Context: an optimization exercise on an open-source flow, tuned for small area. The choices shown serve that exercise and are no tape-out recipe.
Function was checked by simulation only, so behaviour that the tests miss may differ from the original.
No driver is modelled on the clock port, so clocking that relies on it looks cheaper here than on a real chip.
Power figures rest on the tool's default switching activity, not on a simulated workload.

## topROM
module topROM #(parameter FPGAFREQ = 2_000)(
    input logic CLK,
    input logic nRST,
    input logic nPBTON,
    output logic HS,
    output logic VS,
    output logic [11:0] RGB
);
clock: 20.0 ns
lec_check: 0
cap_margin: 20
core_margin: 2
core_utilization: 40
slew_margin: 20
standard.sh (not shown) runs the stock make flow with config.mk's settings and CLKGATE_MAP_FILE= SYNTH_SCRIPT=/design/flow/synth_recipe.tcl, a recipe that flattens the netlist after the stock synthesis.
==> flow/flow/run.sh <==
#!/bin/bash
# Standard ORFS layout, with the combinational logic of the standard
# synthesis re-mapped by ABC for area. Registers (names, count, cell types)
# are left exactly as the standard synthesis made them.
set -euo pipefail
W=$(pwd)
F=$W/flow
LIB=$FLOW_HOME/platforms/$FLOW_PLATFORM/lib/sky130_fd_sc_hd__tt_025C_1v80.lib
R=$W/orfs/results/$FLOW_PLATFORM/topROM/base
YOSYS=$(command -v yosys || echo $FLOW_HOME/../tools/install/yosys/bin/yosys)

# 1. the standard synthesis, unchanged
bash standard.sh synth > $W/log_std_synth.txt 2>&1

# 2. re-map the combinational cells: each library cell is replaced by its
#    logic function, then ABC maps the logic again with an area script.
#    Runs with different seeds, four at a time: sixteen start from the
#    standard netlist, then four rounds of four start from the smallest
#    netlist so far, half of them with another pre-optimisation script
#    (remap2.abc). The smallest netlist is kept.
python3 $F/gen_combmap.py $LIB $W/comb_map.v > $W/log_combmap.txt 2>&1
cp $R/1_2_yosys.v $W/std_1_2_yosys.v

remap() {  # remap SEED INPUT [SCRIPT]
  sed "s/SEED/$1/" $F/${3:-remap.abc} > $W/remap_$1.abc
  $YOSYS -l $W/log_remap_$1.txt -p "read_liberty -lib $LIB; read_verilog $2; hierarchy -top $FLOW_TOP; techmap -map $W/comb_map.v; techmap; opt -purge; abc -liberty $LIB $(cat $F/dontuse.txt) -script $W/remap_$1.abc; opt_clean -purge; hilomap -singleton -hicell sky130_fd_sc_hd__conb_1 HI -locell sky130_fd_sc_hd__conb_1 LO; insbuf -buf sky130_fd_sc_hd__buf_4 A X; check -assert -mapped; tee -o $W/remap_stat_$1.txt stat -liberty $LIB; write_verilog -noattr -nohex -nodec $W/remap_$1.v" > /dev/null 2>&1 || true
}
smallest() {  # smallest SEEDS...
  for s in "$@"; do
    if [ -s $W/remap_$s.v ] && [ -s $W/remap_stat_$s.txt ]; then
      echo "$(grep 'Chip area' $W/remap_stat_$s.txt | awk '{print $NF}') $s"
    fi
  done | sort -g | awk 'NR==1{print $2}'
}

for batch in "1 2 3 4" "5 6 7 8" "9 10 11 12" "13 14 15 16"; do
  for s in $batch; do remap $s $W/std_1_2_yosys.v & done
  wait
done
best=$(smallest $(seq 1 16))
echo "round 1: $best" > $W/log_remap_best.txt
for round in 2 3 4 5; do
  start=$best
  remap $((round * 10 + 1)) $W/remap_$start.v &
  remap $((round * 10 + 2)) $W/remap_$start.v remap2.abc &
  remap $((round * 10 + 3)) $W/remap_$start.v &
  remap $((round * 10 + 4)) $W/remap_$start.v remap2.abc &
  wait
  best=$(smallest $start $((round * 10 + 1)) $((round * 10 + 2)) $((round * 10 + 3)) $((round * 10 + 4)))
  echo "round $round: $best" >> $W/log_remap_best.txt
done
cp $W/remap_$best.v $R/1_2_yosys.v
rm -f $R/1_synth.odb

# 3. the rest of the standard layout from the re-mapped netlist, with the
#    smallest buffer on each port and a clock tree built by hand before the
#    CTS step (flow/pre_cts.tcl): the clock port drives one root buffer, so
#    the CTS step finds no clock net to buffer
export BUFFER_PORTS_ARGS="-buffer_cell sky130_fd_sc_hd__buf_1"
export PRE_CTS_TCL=$F/pre_cts.tcl
export CTS_ARGS="-clk_nets CLK -dont_use_dummy_load"
bash standard.sh finish > $W/log_std_finish.txt 2>&1
Other scripts of this flow, unchanged in this note and not shown: flow/flow/dontuse.txt, flow/flow/gen_combmap.py, flow/flow/pre_cts.tcl, flow/flow/remap.abc, flow/flow/remap2.abc
Next try:
--- a/flow/design.v
+++ b/flow/design.v
@@ -176,13 +176,13 @@
     assign paint7 = (xf & ((sa & ya) | (sg & yg) | (sd & yd))) |
                     (xr & ((sb & yu) | (sc & yl))) |
                     (xl & ((sf & yu) | (se & yl)));
     logic band, yok, y10;
     logic j0, j1, j3;
     logic [4:0] ky, b;
-    logic cellcol, vbarcol, hrow, vrow, cellrow, dg1, dg2, s34;
+    logic cellcol, vbarcol, hrow, vrow, cellrow, diag, s34;
     assign band = inr(p, 56, 111) | inr(p, 136, 191) | inr(p, 400, 455) | inr(p, 480, 535);
     assign y10 = p < 10'd128;                    
     assign yok = v < 10'd96;
     always_comb begin
         j0 = 1'b0;
         j1 = 1'b0;
@@ -209,17 +209,16 @@
     assign hrow = (j0 & (b >= 5'd29)) | ((j1 | j3) & inr5(b, 16, 18));
     assign vrow = ~b[4];
     assign cellrow = ~b[4] & (b[3:0] != 4'd0);
     assign u = a[4] ? 5'd0 - a : a;
     assign m = b[2:0] ^ {3{~b[3]}};
     assign t = u[3:0] - {1'b0, m};
-    assign dg1 = ((t == 4'd15) | (t <= 4'd2)) & cellcol &
-                 ~(inr5(a, 23, 26) & ((b[3:0] <= 4'd3) | (b[3:0] == 4'd15))) &
-                 ~(~i1 & j1 & (b[3:0] == 4'd15));
-    assign dg2 = 1'b0;
-    assign s34 = band & yok & ((cellcol & hrow) | (vbarcol & vrow) | (cellrow & (dg1 | dg2)));
+    assign diag = ((t == 4'd15) | (t <= 4'd2)) & cellcol &
+                  ~(inr5(a, 23, 26) & ((b[3:0] <= 4'd3) | (b[3:0] == 4'd15))) &
+                  ~(~i1 & j1 & (b[3:0] == 4'd15));
+    assign s34 = band & yok & ((cellcol & hrow) | (vbarcol & vrow) | (cellrow & diag));
     logic img;
     logic [4:0] ix;
     assign ix = a;
     assign img = inr(p, 300, 331) & (
             (((v == 10'd12)) & (inr5(ix, 12, 19))) |
             (((v == 10'd13) | (v == 10'd23)) & (inr5(ix, 9, 22))) |
Outcome:
- flip-flop and latch count does not change
- worst setup slack got worse by 0.59 ns
- global-route usage fell by 0.16 points
- hold slack stays flat
- total power rose by 7.9%
- fmax fell by 5.4%
- die area fell by 1.8%
- wire length fell by 0.75%

what the ideal ports hide:
In the flow no input, the clock included, has a driving cell. The finished layouts below were timed again as built, in two steps.
Step 1 sets driving cells, clkbuf_16 on the clock port and buf_2 on the other inputs (assumed; they add their load-dependent delay and slew).
Step 2 times the ports against the registers' clock, not the clock port: input delays grow and output delays shrink by t, the midpoint of the rising clock arrivals with the driver on.
a / b / c = ideal ports / drivers / drivers and shift; a / b = the first two.
run | t, ns | setup WS [ns] | hold WS [ns] | worst setup path at the end | worst slew at a driven data input, ns
the first run | 0.467 | 9.729 / 9.705 / 10.172 | 0.408 / 0.408 / 0.408 | register to output | 0.03
the second run | 0.485 | 9.137 / 9.112 / 9.598 | 0.410 / 0.410 / 0.410 | register to output | 0.03
After both steps every run listed still meets setup and hold.
